This design comes from an exercise in tuning for small area, a short achievable clock period and few clock cycles per item on the open sky130 flow, not from production work. In this exercise RTL edits were held to simulation tests only and were not proved equivalent to the original.

## the previous run
Design friet_ae_32_bits, start of the top module:
module friet_ae_32_bits(clk, arstn, din, din_valid, din_ready, dout, dout_valid, dout_ready);
input clk;
input arstn;
input [31:0] din;
input din_valid;
output din_ready;
output [31:0] dout;
output dout_valid;
input dout_ready;
parameter ROUNDS = 1;
localparam [4:0] RC_START = 5'b01111;
localparam [4:0] RC_LAST = (ROUNDS == 1)  ? 5'b11001 :
                           (ROUNDS == 2)  ? 5'b01100 :
                           (ROUNDS == 3)  ? 5'b10110 : 5'b01011;
localparam [4:0] RC_PEN  = (ROUNDS == 1)  ? 5'b01100 :
                           (ROUNDS == 2)  ? 5'b01011 :
                           (ROUNDS == 3)  ? 5'b01010 : 5'b01110;
reg [31:0] din_q;
reg vld_q;
reg din_ready_q;
reg [2:0] room;
wire take = din_valid & din_ready_q;
reg cq_noop;        
reg cq_clear;       
reg [4:0] cq_op;    
reg sq_zero;        
reg sq_gt16;        
reg sq_rnz;         
reg [3:0] sq_lastpos;
reg [2:1] sq_pmask;
reg [2:0] sq_blkn;
wire [3:0] din_low_m1 = din[3:0] - 4'd1;
wire din_gt16 = (din[31:5] != 27'd0) | (din[4] & (din[3:0] != 4'd0));
wire [1:0] din_nm1 = din_gt16 ? 2'd3 : din_low_m1[3:2];
always @(posedge clk) begin
    din_q <= din;
    cq_noop <= ~((din[7:0] >= 8'h01) & (din[7:0] <= 8'h05));
    cq_clear <= (din[7:0] == 8'h00);
    cq_op <= {din[2:0] == 3'd5, din[2:0] == 3'd4, din[2:0] == 3'd3, din[2:0] == 3'd2, din[2:0] == 3'd1};
    sq_zero <= (din == 32'd0);
    sq_gt16 <= din_gt16;
    sq_rnz <= ~din_gt16 & (din[1:0] != 2'b00);
    sq_lastpos <= {din_nm1 == 2'd3, din_nm1 == 2'd2, din_nm1 == 2'd1, din_nm1 == 2'd0};
    sq_pmask[1] <= (din[1:0] != 2'b01);
    sq_pmask[2] <= (din[1:0] == 2'b11);
    sq_blkn <= {1'b0, din_nm1} + 3'd1;
end
wire [1:0] inc;
wire data_grant;
wire size_grant;
wire [2:0] data_amt;
wire [2:0] room_inc = room + {1'b0, inc};
always @(posedge clk or negedge arstn) begin
    if (arstn == 1'b0) begin
        vld_q <= 1'b0;
        room <= 3'd2;
        din_ready_q <= 1'b1;
    end else begin
        vld_q <= take;
        if (data_grant == 1'b1 || size_grant == 1'b1) begin
            room <= data_amt;
        end else if (take == 1'b1) begin
            room <= room_inc - 3'd1;
        end else begin
            room <= room_inc;
        end
        din_ready_q <= data_grant | size_grant | (inc != 2'b00) | (take ? (room[2:1] != 2'b00) : din_ready_q);
  ...
clock: 5.0 ns
lec_check: 0
abc_area: 1
cap_margin: 20
core_margin: 2
core_utilization: 50
place_density: 0.65
setup_slack_margin: 2.8
slew_margin: 20
run.sh (not shown) runs the stock make flow with config.mk's settings and CLKGATE_MAP_FILE= SYNTH_SCRIPT=/design/flow/synth_recipe.tcl, a recipe that flattens the netlist after the stock synthesis.
Testbench counts of the previous run, summed over its fixed seeds: cycles 192,210, bytes 106,199.
What the current run does differently from the previous run at the input level:
Settings: PLACE_DENSITY now 0.7, was 0.65; CORE_UTILIZATION now 55, was 50; SETUP_SLACK_MARGIN now 2.85, was 2.8.
Findings:
- The current run went all the way through synthesis, placement and routing and the layout is clean on timing, DRC and antenna.
- Per the comparison of the current run with the previous run, placed wire-length estimate after detailed placement has decreased; growth of design area from synthesis to finish has increased; wire length of the first global-routing pass has decreased.
- The current run — cell area 0.53% higher, the previous run as reference

Starting RTL as in the previous note.
make LEC_CHECK=0 ABC_AREA=1 CAP_MARGIN=20 CORE_MARGIN=2 CORE_UTILIZATION=55 PLACE_DENSITY=0.7 SETUP_SLACK_MARGIN=2.8 SLEW_MARGIN=20 finish   # period 5.0 ns
Testbench counts at the start, summed over its fixed seeds: cycles 192,210, bytes 106,199.
Rerun with:
Settings changed: SETUP_SLACK_MARGIN 2.8 to 2.9.
Result:
- The changed run produced a clean layout
- cell count rose by 1.1%
- design area rose by 2.0%
- flip-flop and latch count is unchanged
- setup slack degrades by 20 ps
- wire length rose by 0.58%
- via count rose by 1.1%
- area after synthesis is unchanged
- utilization rose by 1.3 points

R:
Starting RTL as in the previous note.
// friet_ae_32_bits
module friet_ae_32_bits(clk, arstn, din, din_valid, din_ready, dout, dout_valid, dout_ready);
input clk;
input arstn;
input [31:0] din;
input din_valid;
output din_ready;
output [31:0] dout;
output dout_valid;
input dout_ready;
parameter ROUNDS = 1;
localparam [4:0] RC_START = 5'b01111;
localparam [4:0] RC_LAST = (ROUNDS == 1)  ? 5'b11001 :
                           (ROUNDS == 2)  ? 5'b01100 :
                           (ROUNDS == 3)  ? 5'b10110 : 5'b01011;
localparam [4:0] RC_PEN  = (ROUNDS == 1)  ? 5'b01100 :
                           (ROUNDS == 2)  ? 5'b01011 :
                           (ROUNDS == 3)  ? 5'b01010 : 5'b01110;
reg [31:0] din_q;
reg vld_q;
reg din_ready_q;
reg [2:0] room;
wire take = din_valid & din_ready_q;
reg cq_noop;        
reg cq_clear;       
reg [4:0] cq_op;    
reg sq_zero;        
reg sq_gt16;        
reg sq_rnz;         
reg [3:0] sq_lastpos;
reg [2:1] sq_pmask;
reg [2:0] sq_blkn;
wire [3:0] din_low_m1 = din[3:0] - 4'd1;
wire din_gt16 = (din[31:5] != 27'd0) | (din[4] & (din[3:0] != 4'd0));
wire [1:0] din_nm1 = din_gt16 ? 2'd3 : din_low_m1[3:2];
always @(posedge clk) begin
    din_q <= din;
    cq_noop <= ~((din[7:0] >= 8'h01) & (din[7:0] <= 8'h05));
    cq_clear <= (din[7:0] == 8'h00);
    cq_op <= {din[2:0] == 3'd5, din[2:0] == 3'd4, din[2:0] == 3'd3, din[2:0] == 3'd2, din[2:0] == 3'd1};
    sq_zero <= (din == 32'd0);
    sq_gt16 <= din_gt16;
    sq_rnz <= ~din_gt16 & (din[1:0] != 2'b00);
    sq_lastpos <= {din_nm1 == 2'd3, din_nm1 == 2'd2, din_nm1 == 2'd1, din_nm1 == 2'd0};
    sq_pmask[1] <= (din[1:0] != 2'b01);
    sq_pmask[2] <= (din[1:0] == 2'b11);
    sq_blkn <= {1'b0, din_nm1} + 3'd1;
end
wire [1:0] inc;
wire data_grant;
wire size_grant;
wire [2:0] data_amt;
  ...
Settings: LEC_CHECK=0, ABC_AREA=1, CAP_MARGIN=20, CORE_MARGIN=2, CORE_UTILIZATION=65, PLACE_DENSITY=0.8, SETUP_SLACK_MARGIN=2.9, SLEW_MARGIN=20; clock period 5.0 ns.
R reached the end of the flow, and the finished layout is clean on the timing, design-rule and antenna checks.
Testbench counts of R, summed over its fixed seeds: cycles 192,210, bytes 106,199.
Input changes introduced in T (baseline for comparison: R):
# R
export LEC_CHECK = 0
export ABC_AREA = 1
export CAP_MARGIN = 20
export CORE_MARGIN = 2
export CORE_UTILIZATION = 65
export PLACE_DENSITY = 0.8
export SETUP_SLACK_MARGIN = 2.9
export SLEW_MARGIN = 20
create_clock -name core_clock -period 5.0 [get_ports {clk}]
# T
export LEC_CHECK = 0
export ABC_AREA = 1
export CAP_MARGIN = 20
export CORE_MARGIN = 2
export CORE_UTILIZATION = 55
export PLACE_DENSITY = 0.7
export SETUP_SLACK_MARGIN = 2.7
export SLEW_MARGIN = 20
create_clock -name core_clock -period 5.0 [get_ports {clk}]
==> comparison <==
In T, the maximum net fanout on the critical path came out 17 above the value in R.
Looking at utilization of the core after routing, T sits 14 points lower than R does.
In terms of number of ordinary inverters in the final layout, R and T differ only marginally.
The run showing the smaller shortest period the worst path allows is R.
Die area: T higher than R
Looking at pin count of the biggest net entering global routing, T sits 55 above R.
Of T and R, the run reporting the higher sequential share of layout area was T.
Summary of T over R: non-clock buffer instance count of the final layout went down; routed length on met1 moved up; layout overhead on the synthesized area shrank by 3.0 points.

==> separate check: timing with driven ports <==
In the flow no input, the clock included, has a driving cell. The finished layouts below were timed again as built, in two steps.
Step 1: set_driving_cell puts a clkbuf_16 on clk and a buf_2 on each other input, an assumption about the parent block.
Step 2 also shifts input and output timing later by t, the mid clock arrival at the registers, as if the neighbouring blocks saw the same clock.
a / b / c = ideal ports / drivers / drivers and shift; a / b = the first two.
run | shift t [ns] | setup WS [ns] | worst setup path at the end | worst slew at a driven data input, ns
the previous run | 0.704 | 2.729 / 2.660 / 2.241 | input to register | 0.03
the current run | 0.701 | 2.731 / 2.660 / 2.272 | input to register | 0.04
the first run of note 2 | 0.685 | 2.745 / 2.677 / 2.219 | input to register | 0.03
the second run of note 2 | 0.700 | 2.724 / 2.658 / 2.323 | input to register | 0.04
R | 0.697 | 2.709 / 2.644 / 2.304 | input to register | 0.03
T | 0.695 | 2.619 / 2.619 / 2.097 | input to register | 0.03
After both steps every run listed still meets setup and hold. For the first run of note 2, which loses most, drivers alone change the setup slack by -0.068 ns; drivers and shift together by -0.526 ns.
